This is an optimization exercise on Yosys and OpenROAD, whose aim is small area, not a production implementation.
In this exercise RTL edits were held to simulation tests only and were not proved equivalent to the original.
The flow treats the clock pin as an ideal source. Dropping or thinning the clock tree relies on that and would not hold on a real chip.
Power is estimated from default activity; no workload was simulated.

==> flow/design.v (excerpt) <==
module uart_top(
    input             clk,
    input             rst_n,
    input             din,
    input             sw8,
    output reg [23:0] pic_out,
    output     [16:0] addr,
    output reg        wr_ram,
    output            tx,
    output reg        pic_done,
    output reg        pic_download,
    output reg [7:0]  rgb_led
);
==> flow/config.mk <==
export PLATFORM = sky130hd
export DESIGN_NAME = uart_top
export DESIGN_NICKNAME = uart_top
export VERILOG_FILES = /design/flow/design.v
export SDC_FILE = /design/flow/constraint.sdc
export NUM_CORES = 4
export LEC_CHECK = 0
export ABC_AREA = 1
export CAP_MARGIN = 20
export CORE_MARGIN = 2
export CORE_UTILIZATION = 40
export SLEW_MARGIN = 20
==> flow/constraint.sdc <==
create_clock -name core_clock -period 10.0 [get_ports {clk}]
set_input_delay 2.0000 -clock core_clock [delete_from_list [all_inputs] [get_ports {clk}]]
set_output_delay 2.0000 -clock core_clock [all_outputs]
set_load 0.01 [all_outputs]
standard.sh (not shown) runs the stock make flow with config.mk's settings and CLKGATE_MAP_FILE= SYNTH_SCRIPT=/design/flow/synth_recipe.tcl, a recipe that flattens the netlist after the stock synthesis.
==> flow/flow/run.sh <==
#!/bin/bash
# ORFS layout of the design with:
#  - the standard synthesis, except that ABC maps all the logic, adders
#    included, with the
#    smallest of several area scripts (abc_override.tcl),
#  - the smallest buffer on the ports,
#  - one tie cell per constant value,
#  - a clock tree without dummy loads.
set -e
FLOWDIR=$(cd "$(dirname "$0")" && pwd)
{ cat "$FLOWDIR/abc_override.tcl"; cat synth_recipe.tcl; } > synth_area.tcl
sed "s#SYNTH_SCRIPT=[^ ]*#SYNTH_SCRIPT=$PWD/synth_area.tcl#" standard.sh > standard_area.sh
grep -q "SYNTH_SCRIPT=$PWD/synth_area.tcl" standard_area.sh
export BUFFER_PORTS_ARGS="-buffer_cell sky130_fd_sc_hd__buf_1"
export SKIP_REPAIR_TIE_FANOUT=1
export ABC_FLOW_DIR="$FLOWDIR"
export CTS_ARGS="-sink_clustering_enable -repair_clock_nets -dont_use_dummy_load"
export POST_CTS_TCL="$FLOWDIR/post_cts.tcl"
export CLK_GROUPS=4
export CLK_BUF=sky130_fd_sc_hd__buf_12
bash standard_area.sh > standard.log 2>&1
==> flow/flow/post_cts.tcl <==
# Rebuilds the clock tree that CTS made as one level of large clock buffers
# fed straight from the clock port: the flip-flops are split into
# $::env(CLK_GROUPS) compact groups of equal size (so every register's clock
# goes through one buffer of the same kind), each driven by one
# $::env(CLK_BUF) placed at the centre of its group.
set block [ord::get_db_block]
set db [ord::get_db]
set clk_net [[$block findBTerm clk] getNet]

# flip-flop clock pins, and the buffers and nets between them and the port
set sinks {}
set tree_insts {}
set tree_nets {}
set todo [list $clk_net]
while { [llength $todo] > 0 } {
  set net [lindex $todo 0]
  set todo [lrange $todo 1 end]
  foreach it [$net getITerms] {
    if { ![$it isInputSignal] && [[$it getMTerm] getIoType] ne "INPUT" } { continue }
    set inst [$it getInst]
    set mname [[$inst getMaster] getName]
    if { [string match "sky130_fd_sc_hd__clkbuf_*" $mname] || [string match "sky130_fd_sc_hd__buf_*" $mname] || [string match "sky130_fd_sc_hd__clkinv*" $mname] } {
      lappend tree_insts $inst
      set out [[$inst findITerm [expr {[string match "*inv*" $mname] ? "Y" : "X"}]] getNet]
      lappend tree_nets $out
      lappend todo $out
    } else {
      lappend sinks $it
    }
  }
}
puts "clock tree rebuild: [llength $sinks] sinks, removing [llength $tree_insts] buffers"
foreach it $sinks { $it disconnect }
foreach inst $tree_insts { odb::dbInst_destroy $inst }
foreach net $tree_nets { odb::dbNet_destroy $net }

# split the sinks into compact groups of equal size: halves by x, then
# each half by y when four groups are asked for
set pts {}
foreach it $sinks {
  set inst [$it getInst]
  set bb [$inst getBBox]
  lappend pts [list [expr {([$bb xMin] + [$bb xMax]) / 2}] [expr {([$bb yMin] + [$bb yMax]) / 2}] $it]
}
proc split_pts { pts idx k } {
  set pts [lsort -integer -index $idx $pts]
  set n [llength $pts]
  set out {}
  for { set g 0 } { $g < $k } { incr g } {
    lappend out [lrange $pts [expr {$g * $n / $k}] [expr {($g + 1) * $n / $k - 1}]]
  }
  return $out
}
set k $::env(CLK_GROUPS)
if { $k == 4 } {
  set groups {}
  foreach half [split_pts $pts 0 2] {
    lappend groups {*}[split_pts $half 1 2]
  }
} else {
  set groups [split_pts $pts 0 $k]
}
set master [$db findMaster $::env(CLK_BUF)]
set g 0
foreach grp $groups {
  set sx 0
  set sy 0
  foreach p $grp { incr sx [lindex $p 0]; incr sy [lindex $p 1] }
  set cx [expr {$sx / [llength $grp]}]
  set cy [expr {$sy / [llength $grp]}]
  set buf [odb::dbInst_create $block $master "clkbuf_leaf_$g"]
  $buf setLocation $cx $cy
  $buf setPlacementStatus PLACED
  set net [odb::dbNet_create $block "clknet_leaf_$g"]
  $net setSigType CLOCK
  [$buf findITerm A] connect $clk_net
  [$buf findITerm X] connect $net
  foreach p $grp { [lindex $p 2] connect $net }
  puts "clock group $g: [llength $grp] sinks, buffer at $cx $cy"
  incr g
}
detailed_placement
check_placement -verbose
estimate_parasitics -placement
report_clock_skew
Other scripts of this flow, unchanged in this note and not shown: flow/flow/abc_override.tcl, flow/flow/area_1.abc, flow/flow/area_2.abc, flow/flow/area_3.abc, flow/flow/area_4.abc
Rerun with:
--- a/flow/flow/run.sh
+++ b/flow/flow/run.sh
@@ -7,3 +7,6 @@
 #  - one tie cell per constant value,
-#  - a clock tree without dummy loads.
+#  - a one-level clock tree: CTS's tree is replaced by four buffers fed
+#    straight from the clock port, each driving a quarter of the
+#    flip-flops (post_cts.tcl); a buffer whose estimated clock slew is
+#    high is made stronger.
 set -e
@@ -19,3 +22,5 @@
 export CLK_GROUPS=4
-export CLK_BUF=sky130_fd_sc_hd__buf_12
+export CLK_BUF=sky130_fd_sc_hd__buf_8
+export CLK_BUF_BIG=sky130_fd_sc_hd__buf_12
+export CLK_SLEW_MAX=0.115
 bash standard_area.sh > standard.log 2>&1
==> flow/flow/area_5.abc (new file) <==
strash
dc2
drw
drf
dc2
&get -n
&dch -f
&nf -R 2000
&put
topo
--- a/flow/flow/post_cts.tcl
+++ b/flow/flow/post_cts.tcl
@@ -84,2 +84,22 @@
 estimate_parasitics -placement
+
+# a group whose clock pins' estimated slew is over $::env(CLK_SLEW_MAX) ns
+# gets the stronger $::env(CLK_BUF_BIG) instead
+set big [$db findMaster $::env(CLK_BUF_BIG)]
+for { set i 0 } { $i < $g } { incr i } {
+  set worst 0
+  foreach it [[$block findNet "clknet_leaf_$i"] getITerms] {
+    if { [[$it getMTerm] getName] ne "CLK" } { continue }
+    set s [get_property [get_pins [[$it getInst] getName]/CLK] slew_max]
+    if { $s > $worst } { set worst $s }
+  }
+  puts "clock group $i: estimated worst clock-pin slew $worst ns"
+  if { $worst > $::env(CLK_SLEW_MAX) } {
+    [$block findInst "clkbuf_leaf_$i"] swapMaster $big
+    puts "clock group $i: buffer changed to $::env(CLK_BUF_BIG)"
+  }
+}
+detailed_placement
+check_placement -verbose
+estimate_parasitics -placement
 report_clock_skew
Register-to-register slack gains 0.47 ns. Total power drops by 27%. Worst setup slack loses 0.012 ns. Clock power barely changes. Routed wire length climbs by 1.4%. Maximum frequency drops by 0.41%.
Rerun with:
--- a/flow/flow/run.sh
+++ b/flow/flow/run.sh
@@ -24,3 +24,3 @@
 export CLK_BUF_BIG=sky130_fd_sc_hd__buf_12
-export CLK_SLEW_MAX=0.115
+export CLK_SLEW_MAX=0.120
 bash standard_area.sh > standard.log 2>&1
==> flow/flow/area_6.abc (new file) <==
strash
ifraig
dc2
drw
dc2
&get -n
&dch -f
&nf -R 1000
&put
strash
&get -n
&dch -f
&nf -R 1000
&put
topo
==> flow/flow/area_7.abc (new file) <==
strash
dc2
drw
drf
dc2
drw
drf
dc2
&get -n
&dch -f
&nf -R 2000 -p
&put
topo
==> flow/flow/area_8.abc (new file) <==
strash
dc2
drw
drf
dc2
drw
drf
dc2
&get -n
&dch -f
&nf -R 1000
&put
topo
Settings changed: CAP_MARGIN 20 to 0, PLACE_DENSITY from default to 0.95, SLEW_MARGIN 20 to 0.
After rerunning: Power went up by about 37%. Setup slack is better by 0.0039 ns. Design area went down by about 1%. Sequential power went up by about 24%. Core utilization went down by 0.44 points. Register-to-register slack is worse by 0.92 ns. Worst hold slack is about the same. Die area stays flat. Synthesized cell count went down by 14%. Sequential share of layout area went up by 0.59 points.
Rerun with:
removed: flow/flow/area_6.abc
removed: flow/flow/area_7.abc
removed: flow/flow/area_8.abc
=> Wire length rose by 6.0%. Total power fell by 30%. Cell count rose by 11%. Area after synthesis hardly moves. Design area is about the same. Via count rose by 7.1%. Global-route usage rose by 0.95 points. Sequential power fell by about 20%. Setup slack degrades by 0.026 ns. Sequential share of layout area stays flat. Fmax fell by 0.90%.
No run of this note takes its clock network from TritonCTS; it comes from the design's own scripts or RTL.

========
Setup of run 1:
uart_top again, from the RTL that the note above started with.
==> flow/config.mk <==
export PLATFORM = sky130hd
export DESIGN_NAME = uart_top
export DESIGN_NICKNAME = uart_top
export VERILOG_FILES = /design/flow/design.v
export SDC_FILE = /design/flow/constraint.sdc
export NUM_CORES = 4
export LEC_CHECK = 0
export ABC_AREA = 1
export CAP_MARGIN = 20
export CORE_MARGIN = 2
export CORE_UTILIZATION = 40
export SLEW_MARGIN = 20
==> flow/constraint.sdc <==
create_clock -name core_clock -period 10.0 [get_ports {clk}]
set_input_delay 2.0000 -clock core_clock [delete_from_list [all_inputs] [get_ports {clk}]]
set_output_delay 2.0000 -clock core_clock [all_outputs]
set_load 0.01 [all_outputs]
==> flow/flow/run.sh <==
#!/bin/bash
# ORFS layout of the design with:
#  - the standard synthesis, except that ABC maps all the logic, adders
#    included, with the
#    smallest of several area scripts (abc_override.tcl),
#  - the smallest buffer on the ports,
#  - one tie cell per constant value,
#  - a clock tree without dummy loads.
set -e
FLOWDIR=$(cd "$(dirname "$0")" && pwd)
{ cat "$FLOWDIR/abc_override.tcl"; cat synth_recipe.tcl; } > synth_area.tcl
sed "s#SYNTH_SCRIPT=[^ ]*#SYNTH_SCRIPT=$PWD/synth_area.tcl#" standard.sh > standard_area.sh
grep -q "SYNTH_SCRIPT=$PWD/synth_area.tcl" standard_area.sh
export BUFFER_PORTS_ARGS="-buffer_cell sky130_fd_sc_hd__buf_1"
export SKIP_REPAIR_TIE_FANOUT=1
export ABC_FLOW_DIR="$FLOWDIR"
export CTS_ARGS="-sink_clustering_enable -repair_clock_nets -dont_use_dummy_load"
export POST_CTS_TCL="$FLOWDIR/post_cts.tcl"
export CLK_GROUPS=4
export CLK_BUF=sky130_fd_sc_hd__clkbuf_16
bash standard_area.sh > standard.log 2>&1
==> flow/flow/post_cts.tcl <==
# Rebuilds the clock tree that CTS made as one level of large clock buffers
# fed straight from the clock port: the flip-flops are split into
# $::env(CLK_GROUPS) compact groups of equal size (so every register's clock
# goes through one buffer of the same kind), each driven by one
# $::env(CLK_BUF) placed at the centre of its group.
set block [ord::get_db_block]
set db [ord::get_db]
set clk_net [[$block findBTerm clk] getNet]

# flip-flop clock pins, and the buffers and nets between them and the port
set sinks {}
set tree_insts {}
set tree_nets {}
set todo [list $clk_net]
while { [llength $todo] > 0 } {
  set net [lindex $todo 0]
  set todo [lrange $todo 1 end]
  foreach it [$net getITerms] {
    if { ![$it isInputSignal] && [[$it getMTerm] getIoType] ne "INPUT" } { continue }
    set inst [$it getInst]
    set mname [[$inst getMaster] getName]
    if { [string match "sky130_fd_sc_hd__clkbuf_*" $mname] || [string match "sky130_fd_sc_hd__buf_*" $mname] || [string match "sky130_fd_sc_hd__clkinv*" $mname] } {
      lappend tree_insts $inst
      set out [[$inst findITerm [expr {[string match "*inv*" $mname] ? "Y" : "X"}]] getNet]
      lappend tree_nets $out
      lappend todo $out
    } else {
      lappend sinks $it
    }
  }
}
puts "clock tree rebuild: [llength $sinks] sinks, removing [llength $tree_insts] buffers"
foreach it $sinks { $it disconnect }
foreach inst $tree_insts { odb::dbInst_destroy $inst }
foreach net $tree_nets { odb::dbNet_destroy $net }

# split the sinks into compact groups of equal size: halves by x, then
# each half by y when four groups are asked for
set pts {}
foreach it $sinks {
  set inst [$it getInst]
  set bb [$inst getBBox]
  lappend pts [list [expr {([$bb xMin] + [$bb xMax]) / 2}] [expr {([$bb yMin] + [$bb yMax]) / 2}] $it]
}
proc split_pts { pts idx k } {
  set pts [lsort -integer -index $idx $pts]
  set n [llength $pts]
  set out {}
  for { set g 0 } { $g < $k } { incr g } {
    lappend out [lrange $pts [expr {$g * $n / $k}] [expr {($g + 1) * $n / $k - 1}]]
  }
  return $out
}
set k $::env(CLK_GROUPS)
if { $k == 4 } {
  set groups {}
  foreach half [split_pts $pts 0 2] {
    lappend groups {*}[split_pts $half 1 2]
  }
} else {
  set groups [split_pts $pts 0 $k]
}
set master [$db findMaster $::env(CLK_BUF)]
set g 0
foreach grp $groups {
  set sx 0
  set sy 0
  foreach p $grp { incr sx [lindex $p 0]; incr sy [lindex $p 1] }
  set cx [expr {$sx / [llength $grp]}]
  set cy [expr {$sy / [llength $grp]}]
  set buf [odb::dbInst_create $block $master "clkbuf_leaf_$g"]
  $buf setLocation $cx $cy
  $buf setPlacementStatus PLACED
  set net [odb::dbNet_create $block "clknet_leaf_$g"]
  $net setSigType CLOCK
  [$buf findITerm A] connect $clk_net
  [$buf findITerm X] connect $net
  foreach p $grp { [lindex $p 2] connect $net }
  puts "clock group $g: [llength $grp] sinks, buffer at $cx $cy"
  incr g
}
detailed_placement
check_placement -verbose
estimate_parasitics -placement
report_clock_skew
Other scripts of this flow, unchanged in this note and not shown: flow/flow/abc_override.tcl, flow/flow/area_1.abc, flow/flow/area_2.abc, flow/flow/area_3.abc, flow/flow/area_4.abc
Run 1 was carried through to the last stage, and its layout satisfied the timing, design-rule and antenna checks.
## Diff of input files: run 2 against run 1
-- flow/flow/run.sh --
<<< run 1, line 8
#  - a clock tree without dummy loads.
>>> run 2, line 8
#  - a one-level clock tree: CTS's tree is replaced by four buffers fed
#    straight from the clock port, each driving a quarter of the
#    flip-flops (post_cts.tcl).
<<< run 1, line 20
export CLK_BUF=sky130_fd_sc_hd__clkbuf_16
>>> run 2, line 22
export CLK_BUF=sky130_fd_sc_hd__buf_8
==> flow/flow/area_5.abc (new file) <==
strash
dc2
drw
drf
dc2
&get -n
&dch -f
&nf -R 2000
&put
topo
-- flow/config.mk --
<<< run 1, line 9
export CAP_MARGIN = 20
>>> run 2, line 9
export CAP_MARGIN = 0
<<< run 1, line 12
export SLEW_MARGIN = 20
>>> run 2, line 12
export SLEW_MARGIN = 0
--- outcome ---
- Of run 1 and run 2, run 2 shows the higher sequential fraction of the synthesis area, with run 1 below it.
- Most common library cell in the layout ignoring fill and taps = nor2_1: run 2; most common library cell in the layout ignoring fill and taps = nand2_1: run 1
- Run 2 ended with less xor and xnor fraction of the mapped netlist area than run 1.
- | synthesized net count | run 2 vs run 1 | 9 lower |
- Higher final standard cell count with taps included and fillers excluded goes to run 1 over run 2.
- Re weighted congestion at the end of routability-driven global placement: run 2 is about 8% up on run 1.
- Run 2: relative contribution of combinational cells to total power lower than run 1
Edits applied to the flow inputs when going from run 2 to run 3:
-- flow/flow/run.sh --
<<< run 2, line 8
#  - a one-level clock tree: CTS's tree is replaced by four buffers fed
#    straight from the clock port, each driving a quarter of the
#    flip-flops (post_cts.tcl).
>>> run 3, line 8
#  - a clock tree without dummy loads.
-- flow/config.mk --
<<< run 2, line 9
export CAP_MARGIN = 0
>>> run 3, line 9
export CAP_MARGIN = 20
<<< run 2, line 12
export SLEW_MARGIN = 0
>>> run 3, line 12
export SLEW_MARGIN = 20
removed: flow/flow/area_5.abc
### Flow results
- Initial cell density of the core: run 2 vs run 3, no meaningful difference
- The worst relative slew slack of run 3 exceeds that of run 2 by 32 points.
- Run 2 reached the end of the flow, and the finished layout is clean on the timing, design-rule and antenna checks.
- Run 3: no failed stages, no open violations at the end
- Run 3 vs run 2 — cell count after synthesis climbed by a few percent
### run 3 -> run 4
-- flow/flow/run.sh --
<<< run 3, line 8
#  - a clock tree without dummy loads.
>>> run 4, line 8
#  - a one-level clock tree: CTS's tree is replaced by four buffers fed
#    straight from the clock port, each driving a quarter of the
#    flip-flops (post_cts.tcl); a buffer whose estimated clock slew is
#    high is made stronger.
<<< run 3, line 21
>>> run 4, line 24
export CLK_BUF_BIG=sky130_fd_sc_hd__buf_12
export CLK_SLEW_MAX=0.120
==> flow/flow/area_5.abc (new file) <==
strash
dc2
drw
drf
dc2
&get -n
&dch -f
&nf -R 2000
&put
topo
-- flow/flow/post_cts.tcl --
<<< run 3, line 85
>>> run 4, line 85

# a group whose clock pins' estimated slew is over $::env(CLK_SLEW_MAX) ns
# gets the stronger $::env(CLK_BUF_BIG) instead
set big [$db findMaster $::env(CLK_BUF_BIG)]
for { set i 0 } { $i < $g } { incr i } {
  set worst 0
  foreach it [[$block findNet "clknet_leaf_$i"] getITerms] {
    if { [[$it getMTerm] getName] ne "CLK" } { continue }
    set s [get_property [get_pins [[$it getInst] getName]/CLK] slew_max]
    if { $s > $worst } { set worst $s }
  }
  puts "clock group $i: estimated worst clock-pin slew $worst ns"
  if { $worst > $::env(CLK_SLEW_MAX) } {
    [$block findInst "clkbuf_leaf_$i"] swapMaster $big
    puts "clock group $i: buffer changed to $::env(CLK_BUF_BIG)"
  }
}
detailed_placement
check_placement -verbose
estimate_parasitics -placement
-- flow/config.mk --
<<< run 3, line 9
export CAP_MARGIN = 20
>>> run 4, line 9
export CAP_MARGIN = 0
<<< run 3, line 12
export SLEW_MARGIN = 20
>>> run 4, line 12
export SLEW_MARGIN = 0
Notes after the runs:
met2 wirelength from detailed routing of run 3 is on par with run 4.
Delta (run 4 minus run 3): basic-gate share of the synthesized area counting and, or, nand and nor cells shows no meaningful change; fraction of standard cell area that is sequential shows no meaningful change.
Run 4 and run 3 ended up with roughly the same chip width.
No run among run 4 and run 3 stopped early or left any final violation; all are clean.
Edits applied to the flow inputs when going from run 4 to run 5:
-- flow/flow/run.sh --
<<< run 4, line 10
#    flip-flops (post_cts.tcl); a buffer whose estimated clock slew is
#    high is made stronger.
>>> run 5, line 10
#    flip-flops (post_cts.tcl).
<<< run 4, line 24
export CLK_BUF_BIG=sky130_fd_sc_hd__buf_12
export CLK_SLEW_MAX=0.120
>>> run 5, line 23
-- flow/flow/post_cts.tcl --
<<< run 4, line 85

# a group whose clock pins' estimated slew is over $::env(CLK_SLEW_MAX) ns
# gets the stronger $::env(CLK_BUF_BIG) instead
set big [$db findMaster $::env(CLK_BUF_BIG)]
for { set i 0 } { $i < $g } { incr i } {
  set worst 0
  foreach it [[$block findNet "clknet_leaf_$i"] getITerms] {
    if { [[$it getMTerm] getName] ne "CLK" } { continue }
    set s [get_property [get_pins [[$it getInst] getName]/CLK] slew_max]
    if { $s > $worst } { set worst $s }
  }
  puts "clock group $i: estimated worst clock-pin slew $worst ns"
  if { $worst > $::env(CLK_SLEW_MAX) } {
    [$block findInst "clkbuf_leaf_$i"] swapMaster $big
    puts "clock group $i: buffer changed to $::env(CLK_BUF_BIG)"
  }
}
detailed_placement
check_placement -verbose
estimate_parasitics -placement
>>> run 5, line 85
-- flow/config.mk --
<<< run 4, line 9
export CAP_MARGIN = 0
>>> run 5, line 9
export CAP_MARGIN = 20
<<< run 4, line 12
export SLEW_MARGIN = 0
>>> run 5, line 12
export SLEW_MARGIN = 20
Notes after the runs:
- Reported for run 4 and run 5, clock sink total turned out identical to the last digit.
- Relative to run 4, final critical delay including setup and external delays has increased by 0.023 ns in run 5.
- Total power: run 5 below run 4
- Cell area across run 4 and run 5: no real change.
- Looking at run 4 and run 5, the met1 track utilization from global routing is a wash.
What run 6 does differently from run 5 at the input level:
-- flow/flow/run.sh --
<<< run 5, line 10
#    flip-flops (post_cts.tcl).
>>> run 6, line 10
#    flip-flops (post_cts.tcl); a buffer whose estimated clock slew is
#    high is made stronger.
<<< run 5, line 23
>>> run 6, line 24
export CLK_BUF_BIG=sky130_fd_sc_hd__buf_12
export CLK_SLEW_MAX=0.120
-- flow/flow/post_cts.tcl --
<<< run 5, line 85
>>> run 6, line 85

# a group whose clock pins' estimated slew is over $::env(CLK_SLEW_MAX) ns
# gets the stronger $::env(CLK_BUF_BIG) instead
set big [$db findMaster $::env(CLK_BUF_BIG)]
for { set i 0 } { $i < $g } { incr i } {
  set worst 0
  foreach it [[$block findNet "clknet_leaf_$i"] getITerms] {
    if { [[$it getMTerm] getName] ne "CLK" } { continue }
    set s [get_property [get_pins [[$it getInst] getName]/CLK] slew_max]
    if { $s > $worst } { set worst $s }
  }
  puts "clock group $i: estimated worst clock-pin slew $worst ns"
  if { $worst > $::env(CLK_SLEW_MAX) } {
    [$block findInst "clkbuf_leaf_$i"] swapMaster $big
    puts "clock group $i: buffer changed to $::env(CLK_BUF_BIG)"
  }
}
detailed_placement
check_placement -verbose
estimate_parasitics -placement
-- flow/config.mk --
<<< run 5, line 9
export CAP_MARGIN = 20
>>> run 6, line 9
export CAP_MARGIN = 0
<<< run 5, line 12
export SLEW_MARGIN = 20
>>> run 6, line 12
export PLACE_DENSITY = 0.85
export SLEW_MARGIN = 0
## What came out
- Worst relative slew slack: run 6 vs run 5 down 34 points
- | die outline height | run 5 vs run 6 | ≈ equal |
- Going from run 5 to run 6, the wire length on met3 was found to have gone up by 16%.
- On final cell count, run 5 and run 6 are basically level.
- As far as count of flip-flops with a built-in enable after synthesis goes, run 5 and run 6 are indistinguishable; the numbers are identical.
- Against run 5, run 6 reports a overall power that is higher.
- Diff run 6..run 5 | cell area | negligible
- Against run 5, via count in run 6 rose by a few percent.
- As far as layout overhead on the synthesized area is concerned, run 5 and run 6 perform about the same.
- Compared with run 5, run 6 improves fmax.
In every run of this note, the design's own scripts or RTL, not TritonCTS, make the clock network.

-- separate check: timing with driven ports --
The flow's constraints put no driver on any port. The routed layouts listed below were extracted and timed again, unchanged, in two steps.
Step 1 sets driving cells, clkbuf_16 on the clock port and buf_2 on the other inputs (assumed; they add their load-dependent delay and slew).
Step 2 times the ports against the registers' clock, not the clock port: input delays grow and output delays shrink by t, the midpoint of the rising clock arrivals with the driver on.
a / b / c = no drivers / after step 1 / after step 2; a / b = the first two.
run | shift t [ns] | slack for setup (ns) | hold WS [ns] | worst setup path after step 2
the first run of note 1 | 0.208 | 7.191 / 7.109 / 7.099 | 0.362 / 0.362 / 0.362 | input to register
the second run of note 1 | 0.207 | 7.180 / 7.098 / 7.090 | 0.362 / 0.362 / 0.362 | input to register
the third run of note 1 | 0.208 | 7.184 / 7.108 / 7.222 | 0.362 / 0.362 / 0.362 | input to register
the fourth run of note 1 | 0.212 | 7.158 / 7.085 / 7.027 | 0.363 / 0.363 / 0.363 | input to register
run 1 | 0.230 | 7.168 / 7.089 / 7.096 | 0.360 / 0.360 / 0.360 | input to register
run 2 | 0.214 | 7.158 / 7.084 / 7.097 | 0.366 / 0.366 / 0.366 | input to register
run 3 | 0.214 | 7.167 / 7.095 / 7.103 | 0.366 / 0.366 / 0.366 | input to register
run 4 | 0.211 | 7.181 / 7.100 / 7.086 | 0.362 / 0.362 / 0.362 | input to register
run 5 | 0.214 | 7.158 / 7.084 / 7.094 | 0.366 / 0.366 / 0.366 | input to register
run 6 | 0.207 | 7.175 / 7.097 / 7.042 | 0.363 / 0.363 / 0.363 | input to register
After both steps setup and hold are still met in every run listed. For run 6, which loses most, drivers alone change the setup slack by -0.078 ns; drivers and shift together by -0.133 ns.
